Source: an optimization exercise on an open RTL-to-GDS flow (aim: small area). Production flows keep margins and buffers that such runs may drop. At most, simulation tests tie the RTL to the original design; equivalence was not proved. No activity file was given, so power comes from the tool's default toggle rates.

## main
==> flow/design.v (excerpt) <==
module myModule(readerClockActive, C, D, V, clock, rst, three, faultLED, rstLED, doneLED);
Size in the first run: about 230 cells after synthesis, ~66 flip-flops, about 10 I/O pins, ~2300 um2 of cells after synthesis.
==> module myModule, before the edit <==
module myModule(readerClockActive, C, D, V, clock, rst, three, faultLED, rstLED, doneLED);
        output reg rstLED;
        input wire clock;
        input wire rst;
        input wire D;
        output wire V;
        output wire readerClockActive;
        output wire C;
        output reg three;
        output reg faultLED;
        output reg doneLED;
        reg        p;
        reg [3:0]  m;
        reg [2:0]  a;
        reg [3:0]  b;
        reg        pol;
        reg [2:0]  cnt;
        reg [1:0]  nOne, nZero;
        reg        A;
        reg [2:0]  n;
        reg        hBA, firstTime, prevRST;
        reg [11:0] K;
        reg [11:0] hd;
        reg [9:0]  lo;
        reg        P;
        localparam [11:0] K_INV  = 12'b101010101010;
        localparam [11:0] HD_INV = 12'b010101010101;
        localparam [9:0]  LO_INV = 10'b1010101010;
        wire [11:0] KT  = K ^ K_INV;
        wire [11:0] hdT = hd ^ HD_INV;
        wire [9:0]  loT = lo ^ LO_INV;
        assign readerClockActive = A;
        wire winEnd = (m == 4'b1111) && (a[0] & a[2]) && (!b[1] & !b[2]);
        wire same   = (D == pol);
        wire blk    = cnt[0] & cnt[2];
        wire active = nOne[1] & !nOne[0] & nZero[1] & !nZero[0];
        wire tc3    = A & !n[0] & !n[2];
        wire td5    = n[0] & n[1] & n[2];
        assign V    = !(n[2] & !n[1]);
        wire hdE    = (hdT == 12'b0);
        wire inWin  = hdE && (faultLED ? !(!loT[0] & loT[1] & !loT[4] & loT[7] & loT[9]) : !P);
        wire wrap   = (loT == 10'b1010110010);
        wire inc    = !prevRST && rstLED && firstTime;
        assign C = V & (faultLED ? ((!m[2] & !m[3]) | (!m[0] & m[2]) | (!m[1] & m[2] & !p) | (m[1] & m[2] & m[3] & p))
                                 : ((m[0] & m[2]) | (m[1] & m[3])));
        always @(posedge clock) begin
                if (rst) begin
                        p <= 0; m <= 4'd14; a <= 3'd2; b <= 4'd3;
                end else begin
                        p <= !p;
                        m <= {m[2:0], (m[0] & !m[3]) | (!m[0] & m[3]) | (m[0] & !m[1] & m[2])};
                        a <= {a[1:0], (!a[1] & !a[2]) | (a[1] & a[2])};
                        b <= {b[2:0], (b[0] & !b[3]) | (!b[1] & !b[2]) | (!b[0] & b[3])};
                end
                pol <= D;
                if (rst) cnt <= 3'b001;
                else cnt <= {!(blk | (cnt[0] & cnt[1] & same) | (cnt[2] & same)), !blk, blk | (!cnt[0] & same)};
                if (rst || winEnd) begin
                        nOne <= 0; nZero <= 0;
                end else if (blk) begin
                        if (pol) nOne <= {nOne[1] | nOne[0], !nOne[1]};
                        else nZero <= {nZero[1] | nZero[0], !nZero[1]};
                end
                if (rst) begin
                        A <= 0; n <= 3'b101;
                end else if (winEnd) begin
                        A <= active;
                        n <= {(n[0] & !A & !active) | (n[0] & A & active),
                              !((!n[0] & !n[1]) | (A & !active) | (!A & active)),
                              (!n[0] & !n[2] & !A) | (n[0] & n[1]) | (A & !active) | (!A & active)};
                end else if (!V) n <= 3'b000;
                three     <= !rst && tc3;
                hBA       <= !rst && !td5 && (tc3 || hBA);
                firstTime <= !rst && (firstTime || tc3);
                faultLED  <= !rst && inWin;
                rstLED    <= !rst && (td5 || (rstLED && !inWin));
                prevRST   <= rstLED;
                if (rst) K <= 12'b000000010100 ^ K_INV;
                else if (inc) K <= {KT[10:0], ~(KT[11] ^ KT[0] ^ KT[3] ^ KT[5])} ^ K_INV;
                doneLED   <= !rst && (doneLED || (!KT[1] & !KT[4] & KT[6]));
                P         <= rst || (hBA && (P || faultLED));
                if (!hBA) begin
                        lo <= LO_INV;
                        hd <= KT ^ HD_INV;
                end else begin
                        lo <= (wrap ? 10'd0 : {loT[8:0], ~(loT[9] ^ loT[6])}) ^ LO_INV;
                        if (wrap) hd <= {~(hdT[0] ^ hdT[1] ^ hdT[4] ^ hdT[6]), hdT[11:1]} ^ HD_INV;
                end
        end
endmodule
clock: 5.0 ns
lec_check: 0
cap_margin: 20
core_margin: 2
core_utilization: 40
slew_margin: 20
standard.sh (not shown) runs the stock make flow with config.mk's settings and CLKGATE_MAP_FILE= SYNTH_SCRIPT=/design/flow/synth_recipe.tcl, a recipe that flattens the netlist after the stock synthesis.
==> flow/flow/run.sh <==
#!/bin/bash
# Layout flow: the standard ORFS flow (standard.sh) with these changes:
#  - synthesis: the standard script, except that the final ABC technology
#    mapping uses an area-oriented script (flow/area.abc) instead of ORFS's
#    speed script; every step before it, so every register, is unchanged;
#  - port buffers use the smallest buffer cell;
#  - a clock tree of clkbuf_4 buffers, without dummy loads;
#  - power recovery (downsizing of non-critical gates) after global routing.
# make's full output goes to standard.log; ORFS's per-step logs are under orfs/logs.
set -o pipefail
HERE=$(pwd)
{
  echo 'proc abc {args} { set i [lsearch -exact $args -script]; if {$i >= 0} { lset args [expr {$i+1}] $::env(MY_ABC_SCRIPT) }; yosys abc {*}$args }'
  cat synth_recipe.tcl
} > my_synth.tcl
export MY_ABC_SCRIPT=$HERE/flow/area.abc
bash standard.sh finish \
  SYNTH_SCRIPT=$HERE/my_synth.tcl \
  BUFFER_PORTS_ARGS="-buffer_cell sky130_fd_sc_hd__buf_1" \
  CTS_ARGS="-sink_clustering_enable -buf_list sky130_fd_sc_hd__clkbuf_4 -root_buf sky130_fd_sc_hd__clkbuf_4 -tree_buf sky130_fd_sc_hd__clkbuf_4 -sink_clustering_buffer sky130_fd_sc_hd__clkbuf_4 -dont_use_dummy_load -repair_clock_nets" \
  RECOVER_POWER=100 \
  > standard.log 2>&1
==> flow/flow/area.abc <==
&get -n
&st
&syn2
&dch -f
&nf -a -R 1000
&put
strash
dch -f
amap
Input changes introduced in the feature branch (baseline for comparison: main):
-- flow/design.v --
<<< main, line 24
        reg [9:0]  lo;
        reg        P;
        localparam [11:0] K_INV  = 12'b101010101010;
        localparam [11:0] HD_INV = 12'b010101010101;
        localparam [9:0]  LO_INV = 10'b1010101010;
        wire [11:0] KT  = K ^ K_INV;
        wire [11:0] hdT = hd ^ HD_INV;
        wire [9:0]  loT = lo ^ LO_INV;
        assign readerClockActive = A;
        wire winEnd = (m == 4'b1111) && (a[0] & a[2]) && (!b[1] & !b[2]);
>>> the feature branch, line 24
        reg [9:0]  lo;
        reg        P;
        assign readerClockActive = A;
        wire winEnd = (m == 4'b1111) && (a[0] & a[2]) && (!b[1] & !b[2]);
<<< main, line 38
        wire td5    = n[0] & n[1] & n[2];
        assign V    = !(n[2] & !n[1]);
        wire hdE    = (hdT == 12'b0);
        wire inWin  = hdE && (faultLED ? !(!loT[0] & loT[1] & !loT[4] & loT[7] & loT[9]) : !P);
        wire wrap   = (loT == 10'b1010110010);
        wire inc    = !prevRST && rstLED && firstTime;
        assign C = V & (faultLED ? ((!m[2] & !m[3]) | (!m[0] & m[2]) | (!m[1] & m[2] & !p) | (m[1] & m[2] & m[3] & p))
>>> the feature branch, line 32
        wire td5    = n[0] & n[1] & n[2];
        assign V    = !(n[2] & !n[1]);
        wire hdE    = (hd == 12'b0);
        wire inWin  = hdE && (faultLED ? !(!lo[0] & lo[1] & !lo[4] & lo[7] & lo[9]) : !P);
        wire wrap   = (lo == 10'b1010110010);
        wire inc    = !prevRST && rstLED && firstTime;
        assign C = V & (faultLED ? ((!m[2] & !m[3]) | (!m[0] & m[2]) | (!m[1] & m[2] & !p) | (m[1] & m[2] & m[3] & p))
<<< main, line 76
                rstLED    <= !rst && (td5 || (rstLED && !inWin));
                prevRST   <= rstLED;
                if (rst) K <= 12'b000000010100 ^ K_INV;
                else if (inc) K <= {KT[10:0], ~(KT[11] ^ KT[0] ^ KT[3] ^ KT[5])} ^ K_INV;
                doneLED   <= !rst && (doneLED || (!KT[1] & !KT[4] & KT[6]));
                P         <= rst || (hBA && (P || faultLED));
                if (!hBA) begin
                        lo <= LO_INV;
                        hd <= KT ^ HD_INV;
                end else begin
                        lo <= (wrap ? 10'd0 : {loT[8:0], ~(loT[9] ^ loT[6])}) ^ LO_INV;
                        if (wrap) hd <= {~(hdT[0] ^ hdT[1] ^ hdT[4] ^ hdT[6]), hdT[11:1]} ^ HD_INV;
                end
        end
>>> the feature branch, line 70
                rstLED    <= !rst && (td5 || (rstLED && !inWin));
                prevRST   <= rstLED;
                if (rst) K <= 12'b000000010100;
                else if (inc) K <= {K[10:0], ~(K[11] ^ K[0] ^ K[3] ^ K[5])};
                doneLED   <= !rst && (doneLED || (!K[1] & !K[4] & K[6]));
                P         <= rst || (hBA && (P || faultLED));
                if (!hBA) begin
                        lo <= 0;
                        hd <= K;
                end else begin
                        lo <= wrap ? 10'd0 : {lo[8:0], ~(lo[9] ^ lo[6])};
                        if (wrap) hd <= {~(hd[0] ^ hd[1] ^ hd[4] ^ hd[6]), hd[11:1]};
                end
        end
Findings:
- The feature branch vs main, net switching power went down by 2.6 uW.
- The fraction of power consumed by sequential logic reported for the feature branch is greater than that of main by 0.2 points.
- Comparing main and the feature branch, register-to-register slack is lower on main.
- Re HPWL reported at the end of detailed placement: the feature branch is 61 um down on main.
- Per the comparison of the feature branch with main, internal portion of total power roughly the same, die area higher, portion of the post-synthesis area used by sequential elements lower.
- main vs the feature branch, end of the critical path: hd[5] vs n[0]
- The post-CTS clock slew at the launch and capture registers of the worst setup and hold paths was comparable across main and the feature branch.
For the feature branch, only the layout was checked, not whether the RTL still works.

separate check: timing with driven ports:
The flow's constraints put no driver on any port. The routed layouts listed below were extracted and timed again, unchanged, in two steps. Step 1: set_driving_cell puts a clkbuf_16 on clock and a buf_2 on each other input, an assumption about the parent block. Step 2 moves the port delays by t, midway between the first and last clock arrival at a register: inputs arrive t later, outputs are due t later. That takes back most of the time a late clock gives input paths. a / b / c = ideal / step 1 / step 2; a / b = the first two.
run	t, ns	slack for setup (ns)	latest minus earliest clock arrival (ns)
main	0.409	2.418 / 2.394 / 2.062	0.026 / 0.026
the feature branch	0.405	2.271 / 2.273 / 1.867	0.019 / 0.019
After both steps setup and hold are still met in every run listed. The setup slack of the feature branch, which loses most, moves by +0.002 ns with the drivers and by -0.404 ns with both steps.
